Background: an optimization exercise with open tools, aiming at small area. Do not read the settings as production practice.
In this exercise RTL edits were held to simulation tests only and were not proved equivalent to the original.
Power is estimated from default activity; no workload was simulated.

==> flow/design.v (outline; a module is shown in full before it is edited, if it fits) <==
// module MulSq: 1485 lines
// module riscv_kernel: 243 lines
module riscv_kernel #(
    parameter AddressWidth_imem = 32'd6,
    parameter AddressWidth_dmem = 32'd5,
    parameter imem_size = 32'd40,
    parameter DataWidth = 32'd32
) (
    input ap_clk,
    input ap_rst,
    input ap_start,
    output ap_done,
    output ap_idle,
    output [AddressWidth_imem-1:0] imem_address0,
    output imem_ce0,
    input [DataWidth-1:0] imem_q0,
    output [AddressWidth_dmem-1:0] dmem_address0,
    output dmem_ce0,
    output dmem_we0,
    output [DataWidth-1:0] dmem_d0,
    output [63:0] dmem_vecd,
    input [DataWidth-1:0] dmem_q0,
    input [63:0] dmem_vecq,
    output dmem_vec_en
);
  // ...
==> flow/run.sh <==
#!/bin/bash
# synth_recipe.tcl (not shown) runs the flow's synth.tcl, then flattens the netlist and writes it again
# the make line also repeats each setting of config.mk as NAME=value (left out here)
make -C /OpenROAD-flow-scripts/flow DESIGN_CONFIG=/design/flow/config.mk WORK_HOME=/design/flow/orfs CLKGATE_MAP_FILE= SYNTH_SCRIPT=/design/flow/synth_recipe.tcl finish
==> flow/config.mk <==
export PLATFORM = sky130hd
export DESIGN_NAME = riscv_kernel
export DESIGN_NICKNAME = riscv_kernel
export VERILOG_FILES = /design/flow/design.v
export SDC_FILE = /design/flow/constraint.sdc
export NUM_CORES = 4
export LEC_CHECK = 0
export CAP_MARGIN = 20
export CORE_MARGIN = 2
export CORE_UTILIZATION = 40
export SLEW_MARGIN = 20
==> flow/constraint.sdc <==
create_clock -name core_clock -period 15.0 [get_ports {ap_clk}]
set_input_delay 3.0000 -clock core_clock [delete_from_list [all_inputs] [get_ports {ap_clk}]]
set_output_delay 3.0000 -clock core_clock [all_outputs]
set_load 0.01 [all_outputs]
==> results by group, run 1 <==
Finish
  • Most frequent cells in the layout: edfxtp_1 (1022), nand2_1 (775), a22oi_1 (699), nor2_1 (657), inv_1 (525)
  • Nets: 9063
  • Fillers: 19439
  • Most common cell after layout, fill and taps aside: edfxtp_1
  • FFs & Latches: 1421
  • Nonclk buf count: 633
  • Final Util: 0.464
  • Sequential share of cell area: 0.394
  • Layout clock buffer count: between 150 and 200

Clock network
  • CTS H-tree depth: 4
  • Clock Path Buffers: 3
  • Clk root buf: clkbuf_16

Setup path
  • CP Capture Point: pc[30]
  • CP required: 15.71 ns
  • CP most frequent cell: fa_1

Synthesis
  • Synthesized instance count: roughly 8100
  • Cell with the most instances after synthesis: edfxtp_1
  • Ranking of synthesized cells by area: edfxtp_1 (36%), fa_1 (9.6%), dfxtp_1 (9.4%), a22oi_1 (6.1%), nand2_1 (3.5%)
  • Post-synthesis cell area: 85400 um^2

Floorplanning
  • # IOs: 244
  • Well Taps: 2821
  • Die W: 466 um

Global route
  • First-pass GRT wire length: 575000 um
  • Total gr overflow: 0
  • GR Util met2: 0.546
  • Number of global-route vias before repair: 73645

Outcome
  • Status: complete, no violations

Detailed routing
  • Met3 Wirelength: 63800 um

Power and ir drop
  • Combinational power share: 0.517

Placed design
  • DP Worst Slack: 1.60 ns
  • IO buf count: ~240

STA
  • Fin Hold WS: 0.337 ns
==> module riscv_kernel, before the edit <==
module riscv_kernel #(
    parameter AddressWidth_imem = 32'd6,
    parameter AddressWidth_dmem = 32'd5,
    parameter imem_size = 32'd40,
    parameter DataWidth = 32'd32
) (
    input ap_clk,
    input ap_rst,
    input ap_start,
    output ap_done,
    output ap_idle,
    output [AddressWidth_imem-1:0] imem_address0,
    output imem_ce0,
    input [DataWidth-1:0] imem_q0,
    output [AddressWidth_dmem-1:0] dmem_address0,
    output dmem_ce0,
    output dmem_we0,
    output [DataWidth-1:0] dmem_d0,
    output [63:0] dmem_vecd,
    input [DataWidth-1:0] dmem_q0,
    input [63:0] dmem_vecq,
    output dmem_vec_en
);
  wire clk = ap_clk;
  wire rst = ap_rst;
  reg        started;
  reg        idle_r;
  reg [31:0] pc;
  reg        vD;
  reg [31:2] instD;
  reg        vE;
  reg [31:2] instE;
  reg [31:0] tE;         
  reg [63:0] vecE;
  reg        wrM;        
  reg        loadM, storeM, vstoreM, vloadM;
  reg [ 2:0] f3M;
  reg [ 4:0] rdM;
  reg [31:0] aluM;
  reg [63:0] dataM;
  reg [31:0] rf[1:31];
  reg [31:0] vr[0:3];
  wire [4:0] opD  = instD[6:2];
  wire [4:0] rs1D = instD[19:15];
  wire [4:0] rs2D = instD[24:20];
  wire jalD = vD & (opD == 5'b11011);
  wire [31:0] immJ = {{12{instD[31]}}, instD[19:12], instD[20], instD[30:21], 1'b0};
  wire [31:0] pcD = pc - 32'd4;
  wire isLuiD   = opD == 5'b01101;
  wire isAuipcD = opD == 5'b00101;
  wire isBrD    = opD == 5'b11000;
  wire isLinkD  = opD[4] & opD[0];           
  wire [31:0] immBD = {{20{instD[31]}}, instD[7], instD[30:25], instD[11:8], 1'b0};
  wire [31:0] immUD = {instD[31:12], 12'b0};
  wire [31:0] tgtD = (isLuiD ? 32'b0 : pcD) +
                     ((isLuiD | isAuipcD) ? immUD : isBrD ? immBD : immJ);
  wire [1:0] vrs0D = rs2D[1:0];
  wire [1:0] vrs1D = rs2D[1:0] + 2'd1;
  wire [1:0] vwa0 = rdM[1:0];
  wire [1:0] vwa1 = rdM[1:0] + 2'd1;
  wire [4:0] opE  = instE[6:2];
  wire [2:0] f3E  = instE[14:12];
  wire [4:0] rdE  = instE[11:7];
  wire [4:0] rs1E = instE[19:15];
  wire [4:0] rs2E = instE[24:20];
  wire isLoadE   = opE == 5'b00000;
  wire isOpImmE  = opE == 5'b00100;
  wire isAuipcE  = opE == 5'b00101;
  wire isStoreE  = opE == 5'b01000;
  wire isOpE     = opE == 5'b01100;
  wire isLuiE    = opE == 5'b01101;
  wire isVecE    = opE == 5'b10000;
  wire isBranchE = opE == 5'b11000;
  wire isJalrE   = opE == 5'b11001;
  wire isJalE    = opE == 5'b11011;
  wire isVsqE    = isVecE & (f3E == 3'b001);
  wire isVloadE  = isVecE & (f3E == 3'b010);
  wire isVstoreE = isVecE & (f3E == 3'b100);
  wire isMulE    = isOpE & instE[25];
  wire writesE   = isLoadE | isOpImmE | isAuipcE | isOpE | isLuiE | isJalrE | isJalE | isVsqE;
  wire [31:0] immI = {{20{instE[31]}}, instE[31:20]};
  wire [31:0] immS = {{20{instE[31]}}, instE[31:25], instE[11:7]};
  wire [31:0] immE = (isStoreE | isVstoreE) ? immS : immI;
  wire loaduse = vE & isLoadE & ((rdE == rs1D) | (rdE == rs2D));
  wire hold    = ~started | loaduse;
  wire [31:0] mulS, mulC;    
  wire [32*32-1:0] rflat;
  assign rflat[31:0] = 32'b0;
  genvar gi;
  generate
    for (gi = 1; gi < 32; gi = gi + 1) begin : g_rflat
      assign rflat[gi*32 +: 32] = rf[gi];
    end
  endgenerate
  reg [31:0] rd1, rd2;
  integer k;
  always @(*) begin
    rd1 = 32'b0;
    rd2 = 32'b0;
    for (k = 1; k < 32; k = k + 1) begin
      rd1 = rd1 | (rflat[k*32 +: 32] & {32{rs1E == k}});
      rd2 = rd2 | (rflat[k*32 +: 32] & {32{rs2E == k}});
    end
  end
  wire fwd1 = wrM & (rdM == rs1E);
  wire fwd2 = wrM & (rdM == rs2E);
  wire [31:0] opA = fwd1 ? aluM : rd1;
  wire [31:0] opB = fwd2 ? aluM : rd2;
  wire [31:0] op1 = opA;
  wire [31:0] op2 = (isOpE | isBranchE) ? opB : immE;
  wire isShiftE = (isOpE | isOpImmE) & (f3E[1:0] == 2'b01);
  wire shRight  = f3E[2];
  wire [4:0] sh = op2[4:0];
  wire [31:0] sgn = {32{shRight & instE[30] & opA[31]}};
  wire [31:0] opAx = opA ^ sgn;
  reg  [31:0] opArev;
  integer ri;
  always @(*) for (ri = 0; ri < 32; ri = ri + 1) opArev[ri] = opAx[31-ri];
  wire [31:0] mulA = (isShiftE & shRight) ? opArev : opA;
  wire [31:0] mulB = isShiftE ? (32'd1 << sh) : opB;
  wire isSltE = (isOpE | isOpImmE) & (f3E[2:1] == 2'b01);
  wire subE   = isBranchE | isSltE | (isOpE & instE[30] & (f3E == 3'b000));
  wire mulOpE = isVsqE | isMulE | isShiftE;
  wire [31:0] addA = mulOpE ? mulS : op1;
  wire [31:0] addB = mulOpE ? mulC : subE ? ~op2 : op2;
  wire [31:0] sum = addA + addB + {31'b0, subE};
  wire eq  = sum == 32'b0;
  wire ltu = (op1[31] ^ op2[31]) ? op2[31] : sum[31];
  wire lt  = (op1[31] ^ op2[31]) ? op1[31] : sum[31];
  reg takeE;
  always @(*) begin
    case (f3E)
      3'b000:  takeE = eq;
      3'b001:  takeE = ~eq;
      3'b100:  takeE = lt;
      3'b101:  takeE = ~lt;
      3'b110:  takeE = ltu;
      3'b111:  takeE = ~ltu;
      default: takeE = 1'b0;
    endcase
  end
  wire branchE = vE & isBranchE & takeE;
  wire jalrE   = vE & isJalrE;
  wire fwdV = vloadM & (rdM == rs2E);
  wire [31:0] lane0 = fwdV ? dmem_vecq[31:0]  : vecE[31:0];
  wire [31:0] lane1 = fwdV ? dmem_vecq[63:32] : vecE[63:32];
  wire [31:0] prod = sum;
  MulSq u_mul (
      .sq(isVecE),
      .a (mulA),
      .b (mulB),
      .x (lane0),
      .y (lane1),
      .ps(mulS),
      .pc(mulC)
  );
  reg [31:0] prodRev;
  always @(*) for (ri = 0; ri < 32; ri = ri + 1) prodRev[ri] = prod[31-ri];
  wire [31:0] shr = prodRev ^ sgn;
  reg [31:0] resE;
  always @(*) begin
    if (isJalE | isJalrE | isLuiE | isAuipcE) resE = tE;
    else if (isVsqE | isMulE) resE = prod;
    else if (isOpE | isOpImmE) begin
      case (f3E)
        3'b001:  resE = prod;
        3'b010:  resE = {31'b0, lt};
        3'b011:  resE = {31'b0, ltu};
        3'b100:  resE = op1 ^ op2;
        3'b101:  resE = shr;
        3'b110:  resE = op1 | op2;
        3'b111:  resE = op1 & op2;
        default: resE = sum[31:0];
      endcase
    end else resE = sum[31:0];
  end
  wire [1:0] ba = aluM[1:0];
  wire [31:0] stData = f3M[1] ? dataM[31:0] : f3M[0] ? {16'b0, dataM[15:0]} : {24'b0, dataM[7:0]};
  assign dmem_d0 = stData << {ba, 3'b000};
  assign dmem_vecd = dataM;
  assign dmem_address0 = aluM[6:2];
  assign dmem_we0 = storeM | vstoreM;
  assign dmem_vec_en = vstoreM;
  assign dmem_ce0 = 1'b1;
  wire [31:0] qs = dmem_q0 >> {ba, 3'b000};
  reg  [31:0] ldData;
  always @(*) begin
    case (f3M[1:0])
      2'b00:   ldData = {{24{qs[7] & ~f3M[2]}}, qs[7:0]};
      2'b01:   ldData = ba[0] ? 32'b0 : {{16{qs[15] & ~f3M[2]}}, qs[15:0]};
      default: ldData = dmem_q0;
    endcase
  end
  wire [31:0] wbData = loadM ? ldData : aluM;
  wire [31:0] wbGated = wbData & {32{~rst}};
  always @(posedge clk) begin
    if (rst) started <= 1'b0;
    else if (ap_start) started <= 1'b1;
    if (rst) idle_r <= 1'b0;
    else if (pc[7:2] == imem_size - 1) idle_r <= 1'b1;
    if (rst) pc <= 32'b0;
    else if (!hold) begin
      if (branchE) pc <= tE;
      else if (jalrE) pc <= sum[31:0];
      else if (jalD) pc <= tgtD;
      else pc <= pc + 32'd4;
    end
    if (!hold) instD <= imem_q0[31:2];
    if (rst) vD <= 1'b0;
    else if (!hold) vD <= ~(branchE | jalrE | jalD);
    instE <= instD;
    tE    <= isLinkD ? pc : tgtD;
    vecE  <= {vr[vrs1D], vr[vrs0D]};
    vE    <= ~rst & vD & ~hold & ~branchE & ~jalrE;
    aluM    <= resE;
    dataM   <= {vecE[63:32], isVecE ? vecE[31:0] : opB};
    rdM     <= rdE;
    f3M     <= f3E;
    wrM     <= ~rst & vE & writesE & (rdE != 5'd0);
    loadM   <= vE & isLoadE;
    storeM  <= ~rst & vE & isStoreE;
    vstoreM <= ~rst & vE & isVstoreE;
    vloadM  <= ~rst & vE & isVloadE;
  end
  generate
    for (gi = 1; gi < 32; gi = gi + 1) begin : g_rf
      always @(posedge clk) begin
        if (rst | (wrM && rdM == gi)) rf[gi] <= wbGated;
      end
    end
    for (gi = 0; gi < 4; gi = gi + 1) begin : g_vr
      always @(posedge clk) begin
        if (rst) vr[gi] <= 32'b0;
        else if (vloadM && vwa0 == gi) vr[gi] <= dmem_vecq[31:0];
        else if (vloadM && vwa1 == gi) vr[gi] <= dmem_vecq[63:32];
      end
    end
  endgenerate
  assign imem_address0 = pc[7:2];
  assign imem_ce0 = 1'b1;
  assign ap_done = pc[7:2] == imem_size;
  assign ap_idle = idle_r;
endmodule
==> inputs of run 2 (changes only) <==
--- a/flow/design.v
+++ b/flow/design.v
@@ -1519,2 +1519,3 @@
   reg [63:0] vecE;
+  reg [31:1] sel1E, sel2E;    
   reg        wrM;        
@@ -1527,2 +1528,23 @@
   reg [31:0] vr[0:3];
+  function [31:0] bkadd(input [31:0] a, input [31:0] b, input ci);
+    reg [31:0] g, p, gg, pp;
+    integer i, l;
+    begin
+      p = a ^ b;
+      g = (a & b);
+      g[0] = g[0] | (p[0] & ci);
+      gg = g; pp = p;
+      for (l = 1; l < 32; l = l * 2)
+        for (i = 2*l-1; i < 32; i = i + 2*l) begin
+          gg[i] = gg[i] | (pp[i] & gg[i-l]);
+          pp[i] = pp[i] & pp[i-l];
+        end
+      for (l = 8; l >= 1; l = l / 2)
+        for (i = 3*l-1; i < 32; i = i + 2*l) begin
+          gg[i] = gg[i] | (pp[i] & gg[i-l]);
+          pp[i] = pp[i] & pp[i-l];
+        end
+      bkadd = p ^ {gg[30:0], ci};
+    end
+  endfunction
   wire [4:0] opD  = instD[6:2];
@@ -1539,4 +1561,4 @@
   wire [31:0] immUD = {instD[31:12], 12'b0};
-  wire [31:0] tgtD = (isLuiD ? 32'b0 : pcD) +
-                     ((isLuiD | isAuipcD) ? immUD : isBrD ? immBD : immJ);
+  wire [31:0] tgtD = bkadd(isLuiD ? 32'b0 : pcD,
+                           (isLuiD | isAuipcD) ? immUD : isBrD ? immBD : immJ, 1'b0);
   wire [1:0] vrs0D = rs2D[1:0];
@@ -1545,2 +1567,6 @@
   wire [1:0] vwa1 = rdM[1:0] + 2'd1;
+  function [31:1] dec5(input [4:0] a);
+    integer j;
+    for (j = 1; j < 32; j = j + 1) dec5[j] = (a == j);
+  endfunction
   wire [4:0] opE  = instE[6:2];
@@ -1585,4 +1611,4 @@
     for (k = 1; k < 32; k = k + 1) begin
-      rd1 = rd1 | (rflat[k*32 +: 32] & {32{rs1E == k}});
-      rd2 = rd2 | (rflat[k*32 +: 32] & {32{rs2E == k}});
+      rd1 = rd1 | (rflat[k*32 +: 32] & {32{sel1E[k]}});
+      rd2 = rd2 | (rflat[k*32 +: 32] & {32{sel2E[k]}});
     end
@@ -1696,2 +1722,4 @@
     instE <= instD;
+    sel1E <= dec5(rs1D);
+    sel2E <= dec5(rs2D);
     tE    <= isLinkD ? pc : tgtD;
==> flow/flow/run.sh (new file) <==
#!/bin/bash
set -euo pipefail
export BUFFER_PORTS_ARGS="-buffer_cell sky130_fd_sc_hd__buf_1"
bash standard.sh > standard.log 2>&1
==> flow/standard.sh (new file) <==
#!/bin/bash
# synth_recipe.tcl (not shown) runs the flow's synth.tcl, then flattens the netlist and writes it again
# the make line also repeats each setting of config.mk as NAME=value (left out here)
make -C /OpenROAD-flow-scripts/flow DESIGN_CONFIG=/design/flow/config.mk WORK_HOME=/design/flow/orfs CLKGATE_MAP_FILE= SYNTH_SCRIPT=/design/flow/synth_recipe.tcl "${@:-finish}"
--- a/flow/config.mk
+++ b/flow/config.mk
@@ -10,2 +10,5 @@
 export CORE_UTILIZATION = 40
+export CTS_CLUSTER_DIAMETER = 100
+export CTS_CLUSTER_SIZE = 20
 export SLEW_MARGIN = 20
+export SYNTH_HIERARCHICAL = 1
removed: flow/run.sh
==> run 2 against run 1 <==
Net effect:
- combinational power decreased by 5%
- fmax increased by 0.78%
- critical path depth shrank 7
- critical path type unchanged
- first-iteration DRC count increased by 3.1%
- non-clock buffer count fell by 62
- synthesized area about the same
- flip-flop and latch count grew 62
- largest power group unchanged
- critical endpoint is now pc[6]
- via count fell by 4.5%
- utilization shrank 2.5 points
==> results by group, run 2 <==
Outcome
  • Status: complete, no violations (unchanged)

Power and ir drop
  • Seq pwr share: 0.315 (was 0.283)
  • Combinational power share: 0.537 (was 0.517)
  • Max VDD drop: 545 uV (was 584 uV)
  • Total power: 18.2 mW (was 19.9 mW)
  • Sw power: 8.48 mW (was 8.64 mW)
  • Share of total power in the clock network: 0.148 (was 0.200)
  • Sw frac: 0.467 (was 0.435)
  • Int Power: 9.70 mW (was 11.2 mW)
  • Lkg Pwr: 33.8 nW (was 37.5 nW)
  • Pwr Density: 195 nW/um^2 (was 202 nW/um^2)

Global route
  • Largest net degree at the start of global routing: 134 (was 118)
  • Number of global-route vias before repair: 69464 (was 73645)
  • Initial antenna violation count: 20 (was 21)
  • GR Util All Layers: 0.364 (was 0.376)
  • First-pass GRT wire length: 554000 um (was 575000 um)
  • Total gr overflow: 0 (unchanged)

Setup path
  • CP most frequent cell: fa_1 (unchanged)
  • WP data arrival: 14.55 ns (was 14.66 ns)
  • Worst path bufs/invs: 1 (was 6)
  • Crit-path max cell delay: 0.96 ns (was 0.77 ns)
  • CP required: 15.70 ns (was 15.71 ns)
  • Reg-to-Reg End: pc[6] (was pc[30])
  • Worst setup EP type: flip-flop (unchanged)
  • R2r setup slk: 1.15 ns (was 1.04 ns)
  • Cell with the largest stage delay on the worst path: nor3_2 (was dfxtp_1)
  • Critical Path Fanout Max: 40 (was 26)
  • Worst reg2reg path startpoint: sel2E[7] (was instE[20])
  • R2R depth: 36 (was 43)
  • Crit Path Class: flip-flop to flip-flop (unchanged)
  • CP top delay family: simple AND/OR/NAND/NOR gates (was compound AO/OA/AOI/OAI gates)
  • Launching element type of the critical path: flip-flop (unchanged)

Placed design
  • Detailed Place HPWL: 272000 um (was 277000 um)
  • IO buf count: 239 (unchanged)
  • Routability Congestion: 1.05 (about the same)
  • Inst Count DP: 10541 (was 11020)

STA
  • Endpoints failing setup: 0 (unchanged)
  • Final Hold Vio Count: 0 (unchanged)
  • Slew Viols, Final: 0 (unchanged)
  • Fmax: 72.2 MHz (was 71.6 MHz)
  • Total negative slack: 0 ns (unchanged)
  • RSZ-0062 raised after global routing: no (unchanged)
  • Worst relative slew slack: 0.0996 (was 0.0987)
  • Final period util: 0.923 (was 0.930)
  • Final Skew: 0.0790 ns (was 0.0848 ns)
  • Fin crit period: 13.85 ns (was 13.96 ns)
  • Tightest Pin Transition: 1.34 ns (about the same)

Finish
  • Largest regs: rf x992, vr x128 (unchanged)
  • Largest Register: rf (unchanged)
  • Area grow syn2layout: 8.96% (was 15.1%)
  • Max reg flops: 992 (unchanged)
  • Multi-input logic area: 41900 um^2 (was 43400 um^2)
  • Most common cell after layout, fill and taps aside: edfxtp_1 (unchanged)
  • Reg area: 40000 um^2 (was 38700 um^2)
  • Layout cells sized above 1: 0.110 (was 0.115)
  • Fillers: 19903 (was 19439)
  • Non-Filler Instances: 10704 (was 11307)
  • Most frequent cells in the layout: edfxtp_1 (1022), nand2_1 (814), nor2_1 (645), fa_1 (423), a22oi_1 (419) (was edfxtp_1 (1022), nand2_1 (775), a22oi_1 (699), nor2_1 (657), inv_1 (525))
  • Nets: 8537 (was 9063)

Detailed routing
  • Number of remaining DRC errors: 0 (unchanged)
  • Post-Route WL: 408000 um (was 422000 um)
  • Vias per cell: 6.88 (was 6.82)
  • Number of detailed-routing iterations run before antenna repair: 13 (was 10)
  • Initial DRC count: 14573 (was 14139)
  • Via Count: 73680 (was 77121)
  • Avg WL per Cell: 38.2 um (was 37.3 um)
  • ANT nets after route: 0 (unchanged)

Clock network
  • CTS buffer count: 90 (was 149)
  • Clock Latency Late Sink: 0.83 ns (was 0.84 ns)
  • TritonCTS Sinks: 1483 (was 1421)
  • Resized cells post-CTS: 0 (unchanged)
  • Post-CTS setup buffers: 0 (unchanged)
  • Clock Path Buffers: 3 (unchanged)
  • Clock transition at path regs: 0.09 ns (was 0.06 ns)
  • Clk root buf: clkbuf_16 (unchanged)
  • CTS H-tree depth: 3 (was 4)
  • CTS tree: built (unchanged)
  • Cts hold-fix bufs: 0 (unchanged)

Worst hold path
  • WHS Endpoint: dataM[63] (unchanged)
  • Hold Path Cell Cnt: 0 (unchanged)
  • Hold crit path type: flip-flop to flip-flop (unchanged)
  • Min-delay src: vecE[63] (unchanged)

Floorplanning
  • Initial core utilization: 0.403 (about the same)
  • Std cell rows: 169 (unchanged)
  • Die area: 217000 um^2 (about the same)
  • Core area: 212000 um^2 (unchanged)
  • Die W: 466 um (about the same)
  • # IOs: 244 (unchanged)
  • Die Y: 466 um (about the same)

Synthesis
  • Synthesized instance count: 7770 (was 8147)
  • Yosys Warn Count: 9 (was 3)
  • Mean Syn Cell Area: 11.0 um^2 (was 10.5 um^2)
  • Post-synthesis cell area: 85400 um^2 (about the same)

Job
  • Number of max-cap violations: 0 (unchanged)
[run 2: how the worst max path moves through the flow]
stage | startpoint | to | slack (ns) | depth (start not counted)
2_1_floorplan | dmem_vecq[14] | pc[4] | 3.81 | 31
3_3_place_gp | rdM[0] | pc[5] | 1.78 | 34
3_5_place_dp | rdM[0] | pc[6] | 1.61 | 35
4_1_cts | rdM[0] | pc[6] | 1.58 | 35
5_1_grt | rdM[0] | pc[5] | 0.93 | 35
6_report | sel2E[7] | pc[6] | 1.15 | 36
[run 2: power groups by stage]
stage / clock network, mW / logic (mW) / registers [mW]
CTS: 2.68 / 9.62 / 5.69
detailed placement: 0 / 9.53 / 5.78
floorplan: 0 / 6.38 / 5.55
global route: 2.81 / 10.4 / 5.76
finish: 2.68 / 9.76 / 5.73
global placement: 0 / 9.45 / 5.77
[run 2: worst register-to-register path, delay by kind of cell (launching register included)]
kind / cells / cell delay [ns]
mux: 2 / 0.69
flops: 1 / 0.63
compound gates: 11 / 3.60
buf+inv: 1 / 0.07
fa+ha+maj: 8 / 4.05
simple gates: 14 / 4.72
[run 2: stage by stage]
| stage | utilization | area (um^2) | hold slack [ns] | setup WS [ns] |
|---|---|---|---|---|
| CTS | 0.438 | 93000 | 0.331 | 1.58 |
| global placement | 0.425 | 90200 | 0.321 | 1.78 |
| finish | 0.439 | 93100 | 0.332 | 1.15 |
| floorplan | - | 85400 | 0.310 | 3.81 |
| global route | 0.439 | 93000 | 0.339 | 0.931 |
| detailed placement | 0.425 | 90200 | 0.315 | 1.61 |
[run 2: per-layer routing]
layer | share of wire | vias up | track usage
li1 | - | 28742 | -
met1 | 0.36 | 36305 | 0.476
met2 | 0.40 | 6833 | 0.506
met3 | 0.16 | 1766 | 0.142
met4 | 0.079 | 34 | 0.217
met5 | 0.0016 | - | 0.00483
[run 2: final cells by class]
type,instances,area share
multi-input combinational,5296,0.450
clock buffer,125,0.0258
clock inverter,22,0.00358
tap,2821,0.0379
inverter,370,0.0150
timing repair buffer,571,0.0370
sequential,1483,0.430
antenna,16,0.000430
==> inputs of run 3 (changes only) <==
==> flow/run.sh (new file) <==
#!/bin/bash
# synth_recipe.tcl (not shown) runs the flow's synth.tcl, then flattens the netlist and writes it again
# the make line also repeats each setting of config.mk as NAME=value (left out here)
make -C /OpenROAD-flow-scripts/flow DESIGN_CONFIG=/design/flow/config.mk WORK_HOME=/design/flow/orfs CLKGATE_MAP_FILE= SYNTH_SCRIPT=/design/flow/synth_recipe.tcl finish
removed: flow/flow/run.sh
removed: flow/standard.sh
==> run 3 against run 2 <==
Net effect:
- fmax is 2.4% higher
- die area stayed put
- power is 0.11% higher
- synthesized area stayed put
- final area is 1.5% higher
- register-to-register slack better by 0.32 ns
- critical endpoint is now pc[5]
- sequential share of layout area is 0.63 points lower
- largest cell class unchanged
- highest routed layer unchanged
- sequential power hardly changed
- critical path type unchanged
- first-iteration DRC count is 1.0% higher
==> results by group, run 3 <==
Global route
  • Number of global-route vias before repair: 69300 (was 69464)
  • Initial antenna violation count: 22 (was 20)
  • Largest net degree at the start of global routing: 109 (was 134)
  • GR Util All Layers: 0.357 (was 0.364)
  • Met3 Use GR: 0.148 (was 0.142)
  • Total gr overflow: 0 (unchanged)
  • GR peak layer: met2 (unchanged)
  • GR Util met2: 0.498 (was 0.506)
  • First-pass GRT wire length: 546000 um (was 554000 um)
  • Met1 Use GR: 0.459 (was 0.476)

Power and ir drop
  • Share of total power in the clock network: 0.149 (was 0.148)
  • Int Power: 9.81 mW (was 9.70 mW)
  • Lkg Pwr: 34.3 nW (was 33.8 nW)
  • Total power: 18.2 mW (about the same)
  • Combinational power share: 0.537 (about the same)
  • Seq pwr share: 0.315 (about the same)
  • Sw power: 8.39 mW (was 8.48 mW)
  • Max VDD drop: 533 uV (was 545 uV)
  • Pwr Density: 193 nW/um^2 (was 195 nW/um^2)
  • Sw frac: 0.461 (was 0.467)

Finish
  • Most common cell after layout, fill and taps aside: edfxtp_1 (unchanged)
  • Area grow syn2layout: 10.6% (was 8.96%)
  • Largest Register: rf (unchanged)
  • Layout cells sized above 1: 0.108 (was 0.110)
  • Finished Cell Area: 94500 um^2 (was 93100 um^2)
  • Final Util: 0.445 (was 0.439)
  • Max reg flops: 992 (unchanged)
  • Nets: 8528 (was 8537)
  • Largest regs: rf x992, vr x128 (unchanged)
  • Most frequent cells in the layout: edfxtp_1 (1022), nand2_1 (814), nor2_1 (646), fa_1 (423), a22oi_1 (419) (was edfxtp_1 (1022), nand2_1 (814), nor2_1 (645), fa_1 (423), a22oi_1 (419))
  • Fillers: 19833 (was 19903)
  • Reg area: 40000 um^2 (about the same)
  • Non-Filler Instances: 10705 (was 10704)
  • Multi-input logic area: 41900 um^2 (about the same)

Job
  • Number of max-cap violations: 0 (unchanged)

Clock network
  • CTS buffer count: 90 (unchanged)
  • CTS tree: built (unchanged)
  • Clock Latency Late Sink: 0.82 ns (was 0.83 ns)
  • CTS H-tree depth: 3 (unchanged)
  • TritonCTS Sinks: 1483 (unchanged)
  • Cts hold-fix bufs: 0 (unchanged)
  • Clk root buf: clkbuf_16 (unchanged)
  • Clock transition at path regs: 0.09 ns (about the same)
  • Resized cells post-CTS: 0 (unchanged)
  • Clock Path Buffers: 3 (unchanged)
  • Post-CTS setup buffers: 0 (unchanged)

Placed design
  • Routability Congestion: 1.05 (about the same)
  • IO buf count: 239 (unchanged)
  • DP Worst Slack: 1.75 ns (was 1.61 ns)
  • Dpl cell area: 91600 um^2 (was 90200 um^2)
  • Detailed Place HPWL: 266000 um (was 272000 um)
  • Inst Count DP: 10532 (was 10541)

Setup path
  • Critical Path Fanout Max: 40 (unchanged)
  • CP required: 15.67 ns (was 15.70 ns)
  • Crit Path Class: flip-flop to flip-flop (unchanged)
  • WP data arrival: 14.19 ns (was 14.55 ns)
  • CP most frequent cell: fa_1 (unchanged)
  • Cell with the largest stage delay on the worst path: nor3_1 (was nor3_2)
  • Launching element type of the critical path: flip-flop (unchanged)
  • Worst setup EP type: flip-flop (unchanged)
  • R2r setup slk: 1.48 ns (was 1.15 ns)
  • Crit-path max cell delay: 0.74 ns (was 0.96 ns)

Floorplanning
  • Die W: 466 um (unchanged)
  • Initial core utilization: 0.403 (unchanged)
  • Core area: 212000 um^2 (unchanged)
  • Std cell rows: 169 (unchanged)
  • # IOs: 244 (unchanged)
  • Die area: 217000 um^2 (unchanged)
  • Die Y: 466 um (unchanged)

Detailed routing
  • Number of remaining DRC errors: 0 (unchanged)
  • ANT nets after route: 0 (unchanged)
  • Avg WL per Cell: 37.6 um (was 38.2 um)
  • Number of detailed-routing iterations run before antenna repair: 14 (was 13)
  • Via Count: 73576 (was 73680)
  • Initial DRC count: 14720 (was 14573)
  • Post-Route WL: 402000 um (was 408000 um)
  • Vias per cell: 6.87 (was 6.88)

STA
  • Total negative slack: 0 ns (unchanged)
  • Endpoints failing setup: 0 (unchanged)
  • Fin Hold WS: 0.352 ns (was 0.332 ns)
  • Final period util: 0.902 (was 0.923)
  • RSZ-0062 raised after global routing: no (unchanged)
  • Final Hold Vio Count: 0 (unchanged)
  • Fin crit period: 13.52 ns (was 13.85 ns)
  • Final Skew: 0.0592 ns (was 0.0790 ns)
  • Worst relative slew slack: 0.0822 (was 0.0996)
  • Worst setup margin: 1.48 ns (was 1.15 ns)
  • Tightest Pin Transition: 1.38 ns (was 1.34 ns)
  • Slew Viols, Final: 0 (unchanged)
  • Fmax: 73.9 MHz (was 72.2 MHz)

Synthesis
  • Synthesized instance count: 7770 (unchanged)
  • Mean Syn Cell Area: 11.0 um^2 (unchanged)
  • Yosys Warn Count: 9 (unchanged)
  • Post-synthesis cell area: 85400 um^2 (unchanged)

Outcome
  • Status: complete, no violations (unchanged)

Worst hold path
  • Hold crit path type: flip-flop to flip-flop (unchanged)
==> run 3: layer usage <==
metal | part of all wire | up-vias
met5 | 0.00087 | -
met4 | 0.079 | 18
met3 | 0.16 | 1693
met2 | 0.40 | 6851
met1 | 0.36 | 36279
li1 | - | 28735
==> run 3: cell type report <==
class	count	share of cell area
clock inverters	20	0.00356
repair buffers	562	0.0511
flip-flops and latches	1483	0.424
inverters	370	0.0148
diodes	12	0.000318
clock buffers	141	0.0263
well taps	2821	0.0374
multi-input cells	5296	0.443
==> run 3: worst paths after layout <==
| check | from | end | depth (start not counted) |
|---|---|---|---|
| worst max register to register | sel1E[30] | pc[5] | 34 |
| worst max-delay path | sel1E[30] | pc[5] | 34 |
| worst min register to register | vecE[41] | dataM[41] | 0 |
| worst min-delay path | vecE[41] | dataM[41] | 0 |
==> run 3: critical path: cells and delay by family, from the launching register on <==
family | cells | cell delay [ns]
AO/OA/AOI/OAI | 11 | 3.72
XOR/XNOR | 1 | 0.26
adder cells (fa/ha/maj) | 8 | 4.08
buffers and inverters | 2 | 0.52
flip-flops | 1 | 0.65
multiplexers | 2 | 0.69
AND/OR/NAND/NOR | 10 | 3.37
==> run 3: power by group through the flow <==
| stage | Clock (mW) | Sequential, mW | Combinational (mW) |
|---|---|---|---|
| 2_1_floorplan | 0 | 5.55 | 6.38 |
| 3_3_place_gp | 0 | 5.76 | 9.48 |
| 3_5_place_dp | 0 | 5.77 | 9.57 |
| 4_1_cts | 2.70 | 5.69 | 9.66 |
| 5_1_grt | 2.83 | 5.76 | 10.4 |
| 6_report | 2.71 | 5.73 | 9.77 |
==> inputs of run 4 (changes only) <==
==> flow/flow/run.sh (new file) <==
#!/bin/bash
set -euo pipefail
export BUFFER_PORTS_ARGS="-buffer_cell sky130_fd_sc_hd__buf_1"
bash standard.sh > standard.log 2>&1
==> flow/standard.sh (new file) <==
#!/bin/bash
# synth_recipe.tcl (not shown) runs the flow's synth.tcl, then flattens the netlist and writes it again
# the make line also repeats each setting of config.mk as NAME=value (left out here)
make -C /OpenROAD-flow-scripts/flow DESIGN_CONFIG=/design/flow/config.mk WORK_HOME=/design/flow/orfs CLKGATE_MAP_FILE= SYNTH_SCRIPT=/design/flow/synth_recipe.tcl "${@:-finish}"
--- a/flow/config.mk
+++ b/flow/config.mk
@@ -9,5 +9,5 @@
 export CORE_MARGIN = 2
-export CORE_UTILIZATION = 40
-export CTS_CLUSTER_DIAMETER = 100
-export CTS_CLUSTER_SIZE = 20
+export CORE_UTILIZATION = 55
+export CTS_CLUSTER_DIAMETER = 140
+export CTS_CLUSTER_SIZE = 25
 export SLEW_MARGIN = 20
removed: flow/run.sh
==> run 4 against run 3 <==
Net effect:
- still clean
- final area is 3.3% lower
- fmax is 2.2% lower
- hold slack worse by 0.0051 ns
- setup slack worse by 0.30 ns
- die area is 27% lower
- cell count is 7.6% lower
- synthesized area stayed put
- clock-buffer cell count is 44 lower
- routed wire length is 1.6% lower
- critical path type unchanged
- largest power group unchanged
==> results by group, run 4 <==
Outcome
  • Status: complete, no violations (unchanged)

Finish
  • Fillers: 13012 (was 19833)
  • Area grow syn2layout: 6.92% (was 10.6%)
  • Largest regs: rf x992, vr x128 (unchanged)
  • Most common cell after layout, fill and taps aside: edfxtp_1 (unchanged)
  • Nets: 8503 (was 8528)
  • Most frequent cells in the layout: edfxtp_1 (1022), nand2_1 (814), nor2_1 (646), fa_1 (423), a22oi_1 (419) (unchanged)
  • Final Util: 0.592 (was 0.445)
  • Layout cells sized above 1: 0.103 (was 0.108)
  • Largest Register: rf (unchanged)
  • Finished Cell Area: 91300 um^2 (was 94500 um^2)
  • Max reg flops: 992 (unchanged)

Detailed routing
  • Vias per cell: 7.53 (was 6.87)
  • Number of remaining DRC errors: 0 (unchanged)
  • Initial DRC count: 16133 (was 14720)
  • Number of detailed-routing iterations run before antenna repair: 13 (was 14)
  • ANT nets after route: 0 (unchanged)
  • Avg WL per Cell: 40.0 um (was 37.6 um)
  • Via Count: 74489 (was 73576)
  • Post-Route WL: 396000 um (was 402000 um)

STA
  • Fmax: 72.3 MHz (was 73.9 MHz)
  • Final Skew: 0.0395 ns (was 0.0592 ns)
  • Final Hold Vio Count: 0 (unchanged)
  • Total negative slack: 0 ns (unchanged)
  • Final period util: 0.922 (was 0.902)
  • Tightest Pin Transition: 1.29 ns (was 1.38 ns)
  • Worst relative slew slack: 0.143 (was 0.0822)
  • Fin crit period: 13.82 ns (was 13.52 ns)
  • Slew Viols, Final: 0 (unchanged)
  • Endpoints failing setup: 0 (unchanged)
  • RSZ-0062 raised after global routing: no (unchanged)
  • Worst setup margin: 1.18 ns (was 1.48 ns)

Setup path
  • R2r setup slk: 1.18 ns (was 1.48 ns)
  • Cell with the largest stage delay on the worst path: dfxtp_2 (was nor3_1)
  • CP required: 15.59 ns (was 15.67 ns)
  • Crit-path max cell delay: 1.18 ns (was 0.74 ns)
  • CP most frequent cell: fa_1 (unchanged)
  • Crit Path Class: flip-flop to flip-flop (unchanged)
  • Launching element type of the critical path: flip-flop (unchanged)
  • Critical Path Fanout Max: 16 (was 40)
  • Worst setup EP type: flip-flop (unchanged)
  • WP data arrival: 14.42 ns (was 14.19 ns)

Clock network
  • CTS buffer count: 71 (was 90)
  • Resized cells post-CTS: 0 (unchanged)
  • Clk root buf: clkbuf_16 (unchanged)
  • Clock Path Buffers: 3 (unchanged)
  • Clock transition at path regs: 0.11 ns (was 0.09 ns)
  • CTS H-tree depth: 3 (unchanged)
  • TritonCTS Sinks: 1483 (unchanged)
  • Cts hold-fix bufs: 0 (unchanged)
  • Clock Latency Late Sink: 0.76 ns (was 0.82 ns)
  • CTS tree: built (unchanged)
  • Post-CTS setup buffers: 0 (unchanged)

Floorplanning
  • Core area: 154000 um^2 (was 212000 um^2)
  • Die W: 398 um (was 466 um)
  • Std cell rows: 144 (was 169)
  • # IOs: 244 (unchanged)
  • Die Y: 398 um (was 466 um)
  • Initial core utilization: 0.554 (was 0.403)
  • Die area: 158000 um^2 (was 217000 um^2)

Placed design
  • DP Worst Slack: 1.60 ns (was 1.75 ns)
  • Dpl cell area: 89100 um^2 (was 91600 um^2)
  • Detailed Place HPWL: 262000 um (was 266000 um)
  • Routability Congestion: 1.03 (was 1.05)
  • IO buf count: 239 (unchanged)

Global route
  • Largest net degree at the start of global routing: 153 (was 109)
  • Number of global-route vias before repair: 68421 (was 69300)
  • Initial antenna violation count: 26 (was 22)
  • Total gr overflow: 0 (unchanged)
  • GR Util All Layers: 0.486 (was 0.357)
  • First-pass GRT wire length: 536000 um (was 546000 um)

Worst hold path
  • Hold crit path type: flip-flop to flip-flop (unchanged)

Synthesis
  • Mean Syn Cell Area: 11.0 um^2 (unchanged)
  • Synthesized instance count: 7770 (unchanged)
  • Yosys Warn Count: 9 (unchanged)
  • Post-synthesis cell area: 85400 um^2 (unchanged)

Power and ir drop
  • Max VDD drop: 569 uV (was 533 uV)
  • Lkg Pwr: 33.3 nW (was 34.3 nW)
  • Pwr Density: 188 nW/um^2 (was 193 nW/um^2)

Job
  • Number of max-cap violations: 0 (unchanged)
-- run 4: cell type report --
class	count	area, um^2	area share
antenna	40	100	0.00110
inverter	370	1400	0.0153
clock buffer	97	1940	0.0212
multi-input combinational	5296	41900	0.458
timing repair buffer	556	3310	0.0362
clock inverter	9	159	0.00174
tap	2044	2560	0.0280
sequential	1483	40000	0.438
-- run 4: final timing paths --
path,end,from,cells after the start
hold / removal,dataM[63],vecE[63],0
hold reg to reg,dataM[63],vecE[63],0
setup / recovery,pc[26],sel2E[4],39
setup reg to reg,pc[26],sel2E[4],39
-- run 4: metrics by stage --
step                instances  power [mW]  hold WS (ns)
CTS                      9854        16.9         0.349
finish                   9895        17.2         0.347
detailed placement       9748        14.7         0.324
global route             9862        17.8         0.357
global placement         9747        14.6         0.323
floorplan                7771        11.9         0.310
-- run 4: routing by layer --
layer  vias to the layer above  share of wire  routed length (um)  track usage
met5                         -         0.0013                 512       0.0160
met4                        24          0.064               25300        0.235
met3                      1641           0.19               76400        0.240
met2                      7595           0.38              149000        0.624
met1                     36546           0.36              144000        0.674
li1                      28683              -                   -            -
-- run 4: report_power, final --
group          internal (mW)  total [mW]  switching [mW]
clock network          0.933        2.31            1.38
registers               5.22        5.72           0.503
logic                   3.28        9.12            5.84
total                   9.43        17.2            7.72
-- run 4: critical path: cells and delay by family, from the launching register on --
family,cells,cell delay (ns)
flip-flops,1,1.18
multiplexers,3,0.76
adder cells (fa/ha/maj),8,3.97
AND/OR/NAND/NOR,12,2.50
XOR/XNOR,1,0.53
AO/OA/AOI/OAI,9,3.76
buffers and inverters,6,0.91

[re-timing with driven ports]
Ports are ideal in the flow. The routed layouts listed here were re-timed in OpenROAD. Step 1 sets driving cells, clkbuf_16 on the clock port and buf_2 on the other inputs (assumed; they add their load-dependent delay and slew). Step 2 times the ports against the registers' clock, not the clock port: input delays grow and output delays shrink by t, the midpoint of the rising clock arrivals with the driver on. a / b / c = ideal ports / drivers / drivers and shift; a / b = the first two.
| run | shift t [ns] | setup WS [ns] | clock arrival spread, ns |
|---|---|---|---|
| run 1 | 0.889 | 1.043 / 1.043 / 1.043 | 0.085 / 0.085 |
| run 2 | 0.883 | 1.151 / 1.151 / 1.151 | 0.079 / 0.079 |
| run 3 | 0.872 | 1.476 / 1.476 / 1.476 | 0.070 / 0.070 |
| run 4 | 0.825 | 1.176 / 1.176 / 1.176 | 0.040 / 0.039 |
After both steps setup and hold are still met in every run listed.
